Source: an optimization exercise on an open RTL-to-GDS flow (aim: small area, a short achievable clock period and few clock cycles). Production flows keep margins and buffers that such runs may drop. Where RTL was checked, it was by simulation tests only, not by an equivalence proof against the original.

==> job 2765 <==
==> flow/design.v (excerpt) <==
module mv_mul #(
    parameter SHAPE_M       = 2,
    parameter SHAPE_N       = 8,
    parameter ELEMENT_WIDTH = 9,
    parameter CTRL_C_WIDTH  = 16,
    parameter DEPTH_WARP    = 4
) (
    input  wire                              clk,
    input  wire                              rst_n,
    input  wire [SHAPE_M*SHAPE_N*ELEMENT_WIDTH-1:0]  a_i,
    input  wire [SHAPE_N*ELEMENT_WIDTH-1:0]  b_i,
    input  wire [2:0]                        rm_i,
    input  wire [7:0]                        ctrl_reg_idxw_i,
    input  wire [DEPTH_WARP-1:0]             ctrl_warpid_i,
    input  wire                              in_valid_i,
    output reg                               in_ready_o,
    output reg                               out_valid_o,
    input  wire                              out_ready_i,
    output reg  [SHAPE_M*ELEMENT_WIDTH-1:0]  result_o,
    output reg  [4:0]                        fflags_o
);
    reg [9:0]  ph;           
    reg        ph0;
    reg        top;          
    wire       acc = in_valid_i & in_ready_o;
    always @(posedge clk or negedge rst_n) begin
        if (!rst_n) begin
            ph0        <= 1'b1;
            ph         <= 10'd0;
            in_ready_o <= 1'b0;
            top        <= 1'b0;
        end else begin
            ph0        <= !in_valid_i | ph[9];
            ph         <= in_valid_i ? {ph[8:0], ph0} : 10'd0;
            in_ready_o <= in_valid_i & ph[8];
            top        <= in_valid_i & (ph[4] | ph[8]);
        end
    end
    always @(posedge clk or negedge rst_n) begin
        if (!rst_n)
            out_valid_o <= 1'b0;
        else if (acc)
            out_valid_o <= 1'b1;
        else if (out_ready_i)
            out_valid_o <= 1'b0;
    end
    wire [7:0] slot = {ph[6:0], ph0};
  ...
==> module mv_mul, before the edit <==
module mv_mul #(
    parameter SHAPE_M       = 2,
    parameter SHAPE_N       = 8,
    parameter ELEMENT_WIDTH = 9,
    parameter CTRL_C_WIDTH  = 16,
    parameter DEPTH_WARP    = 4
) (
    input  wire                              clk,
    input  wire                              rst_n,
    input  wire [SHAPE_M*SHAPE_N*ELEMENT_WIDTH-1:0]  a_i,
    input  wire [SHAPE_N*ELEMENT_WIDTH-1:0]  b_i,
    input  wire [2:0]                        rm_i,
    input  wire [7:0]                        ctrl_reg_idxw_i,
    input  wire [DEPTH_WARP-1:0]             ctrl_warpid_i,
    input  wire                              in_valid_i,
    output reg                               in_ready_o,
    output reg                               out_valid_o,
    input  wire                              out_ready_i,
    output reg  [SHAPE_M*ELEMENT_WIDTH-1:0]  result_o,
    output reg  [4:0]                        fflags_o
);
    reg [9:0]  ph;           
    reg        ph0;
    reg        top;          
    wire       acc = in_valid_i & in_ready_o;
    always @(posedge clk or negedge rst_n) begin
        if (!rst_n) begin
            ph0        <= 1'b1;
            ph         <= 10'd0;
            in_ready_o <= 1'b0;
            top        <= 1'b0;
        end else begin
            ph0        <= !in_valid_i | ph[9];
            ph         <= in_valid_i ? {ph[8:0], ph0} : 10'd0;
            in_ready_o <= in_valid_i & ph[8];
            top        <= in_valid_i & (ph[4] | ph[8]);
        end
    end
    always @(posedge clk or negedge rst_n) begin
        if (!rst_n)
            out_valid_o <= 1'b0;
        else if (acc)
            out_valid_o <= 1'b1;
        else if (out_ready_i)
            out_valid_o <= 1'b0;
    end
    wire [7:0] slot = {ph[6:0], ph0};
    wire [3:0] csel = slot[3:0] | slot[7:4];
    reg  [8:0] ma0, ma1, mb0, mb1;
    integer t;
    always @(*) begin
        ma0 = 9'd0; ma1 = 9'd0; mb0 = 9'd0; mb1 = 9'd0;
        for (t = 0; t < 8; t = t + 1) begin
            ma0 = ma0 | ({9{slot[t]}} & a_i[(t[2]*8 + {t[0], t[1]})*9 +: 9]);
            ma1 = ma1 | ({9{slot[t]}} & a_i[(t[2]*8 + {t[0], t[1]} + 4)*9 +: 9]);
        end
        for (t = 0; t < 4; t = t + 1) begin
            mb0 = mb0 | ({9{csel[t]}} & b_i[{t[0], t[1]}*9 +: 9]);
            mb1 = mb1 | ({9{csel[t]}} & b_i[({t[0], t[1]} + 4)*9 +: 9]);
        end
    end
    wire [8:0] p0, p1;
    fp9_mul u_mul0 (.a(ma0), .b(mb0), .y(p0));
    fp9_mul u_mul1 (.a(ma1), .b(mb1), .y(p1));
    reg [8:0] pa, pb;        
    reg [8:0] s0, s1;        
    reg [8:0] t0, t1;        
    always @(posedge clk) begin
        pa <= p0;
        pb <= p1;
    end
    wire [8:0] l1;
    fp9_add u_add1 (.a(pa), .b(pb), .y(l1));
    always @(posedge clk) begin
        s0 <= l1;
        s1 <= s0;
    end
    wire [8:0] l2;
    fp9_add u_add2 (.a(top ? t0 : s1), .b(top ? t1 : s0), .y(l2));
    always @(posedge clk) begin
        if (ph[2] | ph[6]) t0 <= l2;
        if (ph[4] | ph[8]) t1 <= l2;
        if (ph[5])         result_o[8:0]  <= l2;
        if (ph[9])         result_o[17:9] <= l2;
    end
    wire ov0 = &result_o[7:3];
    wire ov1 = &result_o[16:12];
    always @(*) begin
        fflags_o = {2'b00, (ov0 & |result_o[2:0]) | (ov1 & |result_o[11:9]), 1'b0, ov0 | ov1};
    end
endmodule
==> flow/config.mk <==
export PLATFORM = sky130hd
export DESIGN_NAME = mv_mul
export DESIGN_NICKNAME = mv_mul
export VERILOG_FILES = /design/flow/design.v
export SDC_FILE = /design/flow/constraint.sdc
export NUM_CORES = 4
export LEC_CHECK = 0
export ABC_AREA = 1
export CAP_MARGIN = 20
export CORE_MARGIN = 2
export CORE_UTILIZATION = 40
export SETUP_SLACK_MARGIN = 3
export SLEW_MARGIN = 20
==> flow/constraint.sdc <==
create_clock -name core_clock -period 10.0 [get_ports {clk}]
set_input_delay 2.0000 -clock core_clock [delete_from_list [all_inputs] [get_ports {clk}]]
set_output_delay 2.0000 -clock core_clock [all_outputs]
set_load 0.01 [all_outputs]
run.sh (not shown) runs the stock make flow with config.mk's settings and CLKGATE_MAP_FILE= SYNTH_SCRIPT=/design/flow/synth_recipe.tcl, a recipe that flattens the netlist after the stock synthesis.
==> job 9512 (differences from job 2765) <==
--- a/flow/design.v
+++ b/flow/design.v
@@ -422,5 +422,3 @@
 );
-    reg [9:0]  ph;           
-    reg        ph0;
-    reg        top;          
+    reg  [3:0] cnt;
     wire       acc = in_valid_i & in_ready_o;
@@ -428,11 +426,7 @@
         if (!rst_n) begin
-            ph0        <= 1'b1;
-            ph         <= 10'd0;
+            cnt        <= 4'd0;
             in_ready_o <= 1'b0;
-            top        <= 1'b0;
         end else begin
-            ph0        <= !in_valid_i | ph[9];
-            ph         <= in_valid_i ? {ph[8:0], ph0} : 10'd0;
-            in_ready_o <= in_valid_i & ph[8];
-            top        <= in_valid_i & (ph[4] | ph[8]);
+            cnt        <= (in_valid_i && !in_ready_o) ? cnt + 4'd1 : 4'd0;
+            in_ready_o <= in_valid_i && !in_ready_o && (cnt == 4'd9);
         end
@@ -447,17 +441,9 @@
     end
-    wire [7:0] slot = {ph[6:0], ph0};
-    wire [3:0] csel = slot[3:0] | slot[7:4];
-    reg  [8:0] ma0, ma1, mb0, mb1;
-    integer t;
-    always @(*) begin
-        ma0 = 9'd0; ma1 = 9'd0; mb0 = 9'd0; mb1 = 9'd0;
-        for (t = 0; t < 8; t = t + 1) begin
-            ma0 = ma0 | ({9{slot[t]}} & a_i[(t[2]*8 + {t[0], t[1]})*9 +: 9]);
-            ma1 = ma1 | ({9{slot[t]}} & a_i[(t[2]*8 + {t[0], t[1]} + 4)*9 +: 9]);
-        end
-        for (t = 0; t < 4; t = t + 1) begin
-            mb0 = mb0 | ({9{csel[t]}} & b_i[{t[0], t[1]}*9 +: 9]);
-            mb1 = mb1 | ({9{csel[t]}} & b_i[({t[0], t[1]} + 4)*9 +: 9]);
-        end
-    end
+    wire [1:0] col = {cnt[0], cnt[1]};
+    wire       row = cnt[2];
+    wire [71:0] a_row = row ? a_i[143:72] : a_i[71:0];
+    wire [8:0] ma0 = a_row[col*9 +: 9];
+    wire [8:0] ma1 = a_row[(col+4)*9 +: 9];
+    wire [8:0] mb0 = b_i[col*9 +: 9];
+    wire [8:0] mb1 = b_i[(col+4)*9 +: 9];
     wire [8:0] p0, p1;
@@ -478,2 +464,3 @@
     end
+    wire       top = (cnt == 4'd6) | (cnt == 4'd10);
     wire [8:0] l2;
@@ -481,6 +468,6 @@
     always @(posedge clk) begin
-        if (ph[2] | ph[6]) t0 <= l2;
-        if (ph[4] | ph[8]) t1 <= l2;
-        if (ph[5])         result_o[8:0]  <= l2;
-        if (ph[9])         result_o[17:9] <= l2;
+        if (cnt == 4'd3 || cnt == 4'd7) t0 <= l2;
+        if (cnt == 4'd5 || cnt == 4'd9) t1 <= l2;
+        if (cnt == 4'd6)  result_o[8:0]  <= l2;
+        if (cnt == 4'd10) result_o[17:9] <= l2;
     end
SETUP_SLACK_MARGIN = unset   (was 3)
==> qor summary <==
item	job 2765	job 9512
Result of the run	finished clean	finished clean
Synthesized-area fraction occupied by and/or/nand/nor cells	35.1%	34.3%
Count of multi-input combinational gates	1436	1558
Number of gates resized after CTS	38	0
GRT Overall Usage	23.8%	24.6%
Wire length of the first global-routing pass	59900 µm	62700 µm
Wire length on met1	16600 µm	16300 µm
Design area	15900 µm²	14900 µm²
Complex-gate fraction of the synthesized area	18.9%	22.0%
Number of synthesized register bits	85	78
Floorplan die area	30800 µm²	31300 µm²
Signed area change from the synthesized netlist to the final layout	34.7%	24.6%
Met2 WL	19900 µm	20100 µm
No run of this note included a check of the RTL's function; only the layout flow was run.

* * *

==> ember <==
Another version of the RTL of mv_mul (not shown whole).
==> flow/config.mk <==
export PLATFORM = sky130hd
export DESIGN_NAME = mv_mul
export DESIGN_NICKNAME = mv_mul
export VERILOG_FILES = /design/flow/design.v
export SDC_FILE = /design/flow/constraint.sdc
export NUM_CORES = 4
export LEC_CHECK = 0
export ABC_AREA = 1
export CAP_MARGIN = 20
export CORE_MARGIN = 2
export CORE_UTILIZATION = 40
export CTS_BUF_LIST = sky130_fd_sc_hd__clkbuf_4 sky130_fd_sc_hd__clkbuf_8
export SETUP_SLACK_MARGIN = 3.25
export SLEW_MARGIN = 20
==> flow/constraint.sdc <==
create_clock -name core_clock -period 10.0 [get_ports {clk}]
set_input_delay 2.0000 -clock core_clock [delete_from_list [all_inputs] [get_ports {clk}]]
set_output_delay 2.0000 -clock core_clock [all_outputs]
set_load 0.01 [all_outputs]
standard.sh (not shown) runs the stock make flow with config.mk's settings and CLKGATE_MAP_FILE= SYNTH_SCRIPT=/design/flow/synth_recipe.tcl, a recipe that flattens the netlist after the stock synthesis.
==> flow/flow/run.sh <==
#!/bin/bash
# The standard layout (the standard.sh: floorplan, power grid, placement,
# CTS, routing) with two changes:
# - synthesis is the standard one (synth_recipe.tcl, same registers and names)
#   except for the combinational mapping: no full-adder extraction, no
#   Kogge-Stone adder map, and ABC script flow/map.abc (logic rewriting, then area-oriented mapping with upsizing)
#   (flow/my_synth.tcl);
# - the buffers that placement puts on every input and output port are the
#   plain sky130 buf_1 instead of the default clkdlybuf4s50 delay cell.
set -euo pipefail
W=$PWD
FLOW_SYNTH_TCL=$W/synth_recipe.tcl bash standard.sh \
  SYNTH_SCRIPT=$W/flow/my_synth.tcl ADDER_MAP_FILE= SYNTH_OPERATIONS_ARGS=-nofsm \
  'BUFFER_PORTS_ARGS=-buffer_cell sky130_fd_sc_hd__buf_1' finish > standard_flow.log 2>&1
==> flow/flow/map.abc <==
strash
dc2
balance
rewrite
refactor
balance
rewrite
rewrite -z
balance
refactor -z
rewrite -z
balance
dc2
balance
rewrite
refactor
balance
rewrite
rewrite -z
balance
refactor -z
rewrite -z
balance
dch -f
map -a {D}
topo
buffer
upsize {D}
dnsize {D}
==> flow/flow/my_synth.tcl <==
# Synthesis script for flow/run.sh: synth_recipe.tcl (the standard synthesis,
# named by FLOW_SYNTH_TCL) with the technology mapping done by flow/map.abc
# instead of ORFS's abc_area/abc_speed script. Registers are untouched: ABC
# only maps the combinational logic.
set map_script [file join [file dirname [file normalize [info script]]] map.abc]
proc abc {args} {
  set i [lsearch -exact $args -script]
  if {$i >= 0} { set args [lreplace $args $i [expr {$i + 1}]] }
  yosys abc -script $::map_script {*}$args
}
source $::env(FLOW_SYNTH_TCL)
==> lagoon: changes against ember <==
--- a/flow/config.mk
+++ b/flow/config.mk
@@ -10,3 +10,3 @@
 export CORE_MARGIN = 2
-export CORE_UTILIZATION = 40
+export CORE_UTILIZATION = 45
 export CTS_BUF_LIST = sky130_fd_sc_hd__clkbuf_4 sky130_fd_sc_hd__clkbuf_8
==> fjord: changes against ember <==
--- a/flow/config.mk
+++ b/flow/config.mk
@@ -11,4 +11,3 @@
 export CORE_UTILIZATION = 40
-export CTS_BUF_LIST = sky130_fd_sc_hd__clkbuf_4 sky130_fd_sc_hd__clkbuf_8
-export SETUP_SLACK_MARGIN = 3.25
+export SETUP_SLACK_MARGIN = 3
 export SLEW_MARGIN = 20
==> harbor: changes against ember <==
--- a/flow/config.mk
+++ b/flow/config.mk
@@ -10,5 +10,5 @@
 export CORE_MARGIN = 2
-export CORE_UTILIZATION = 40
+export CORE_UTILIZATION = 45
 export CTS_BUF_LIST = sky130_fd_sc_hd__clkbuf_4 sky130_fd_sc_hd__clkbuf_8
-export SETUP_SLACK_MARGIN = 3.25
+export SETUP_SLACK_MARGIN = 3.5
 export SLEW_MARGIN = 20
==> out/results.txt <==
The flow ran to the end and the layout has no timing, DRC or antenna violations. The average via count per standard cell is 5.39. The summed area of non-filler cells in the final layout is 0.00964 sq mm.

The number of global-route vias before repair came out at 9,445. Start point of the critical path: a_i[7]. The path with the worst hold slack has its endpoint at s1[0]. In this run the critical register-to-register path is captured at t0[7]. Setup repair after global routing left no endpoint under its margin.
-- figures above: ember

==> out/results.txt <==
The run finished with no timing, DRC or antenna violations. The tools report the worst hold endpoint as ph[8]. After detailed routing, the number of vias per cell comes to 5.45. The number of global-route vias before repair is 9,114. The maximum clock skew at final layout is 0.0115 ns.

The detailed router put a total of 12,100 um of wire on met1. The tools report the destination of the worst register-to-register timing path as t0[7]. The run gives 0.00954 sq mm as the summed area of non-filler cells in the final layout.
-- figures above: lagoon

==> out/results.txt <==
The flow ran to the end and the layout has no timing, DRC or antenna violations. The number of global-route vias before repair came out at 9,114. The worst hold endpoint is ph[8].

The summed area of non-filler cells in the final layout is 0.00963 sq mm. Setup repair after global routing could not meet its margin everywhere. The destination of the worst register-to-register timing path is t0[0]. The start point of the critical path was top.
-- figures above: harbor

==> out/results.txt <==
The run finished with no timing, DRC or antenna violations. Pin placement for this block handled 260 I/O pins. The worst hold endpoint is s1[0]. The finished cells cover 0.00967 sq mm. Inverter count: 222.

The buffers inserted during post-CTS setup optimization came out at 0. The run gives 0.00817 sq mm as the area of the mapped netlist. For the number of global-route vias before repair, the log shows 9,467.

The critical path starts at top. In this run the critical register-to-register path is captured at t0[2].
-- figures above: fjord

Testbench counts of ember, summed over its fixed seeds: cycles 22,536.
Testbench counts of lagoon, summed over its fixed seeds: cycles 22,536.
Testbench counts of fjord, summed over its fixed seeds: cycles 22,536.
Testbench counts of harbor, summed over its fixed seeds: cycles 22,536.

## port drivers added, routing unchanged
In the flow no input, the clock included, has a driving cell. The finished layouts below were timed again as built, in two steps.
Step 1 assumes that a clkbuf_16 drives the clock port and a buf_2 every other input.
Step 2 adds t to the input delays and takes it off the output delays; t is the mean of the earliest and latest rising clock arrival at the registers after step 1. Input paths then give back, and output paths get back, about the clock's delay inside the block.
Slacks: ideal ports / drivers / drivers and shift; pairs: ideal ports / drivers.
run | t (ns) | slack for setup (ns) | latest minus earliest clock arrival (ns) | slew at the worst register clock pin (ns)
job 2765 | 0.376 | 3.346 / 3.358 / 2.991 | 0.012 / 0.013 | 0.07 / 0.07
job 9512 | 0.373 | 1.621 / 1.621 / 1.621 | 0.012 / 0.013 | 0.07 / 0.07
ember | 0.379 | 3.851 / 3.863 / 3.484 | 0.010 / 0.009 | 0.08 / 0.08
lagoon | 0.367 | 3.724 / 3.734 / 3.367 | 0.011 / 0.012 | 0.08 / 0.08
fjord | 0.367 | 3.699 / 3.699 / 3.535 | 0.005 / 0.005 | 0.06 / 0.06
harbor | 0.366 | 3.930 / 3.930 / 3.580 | 0.012 / 0.011 | 0.08 / 0.08
After both steps every run listed still meets setup and hold. The setup slack of ember, which loses most, moves by +0.012 ns with the drivers and by -0.367 ns with both steps.
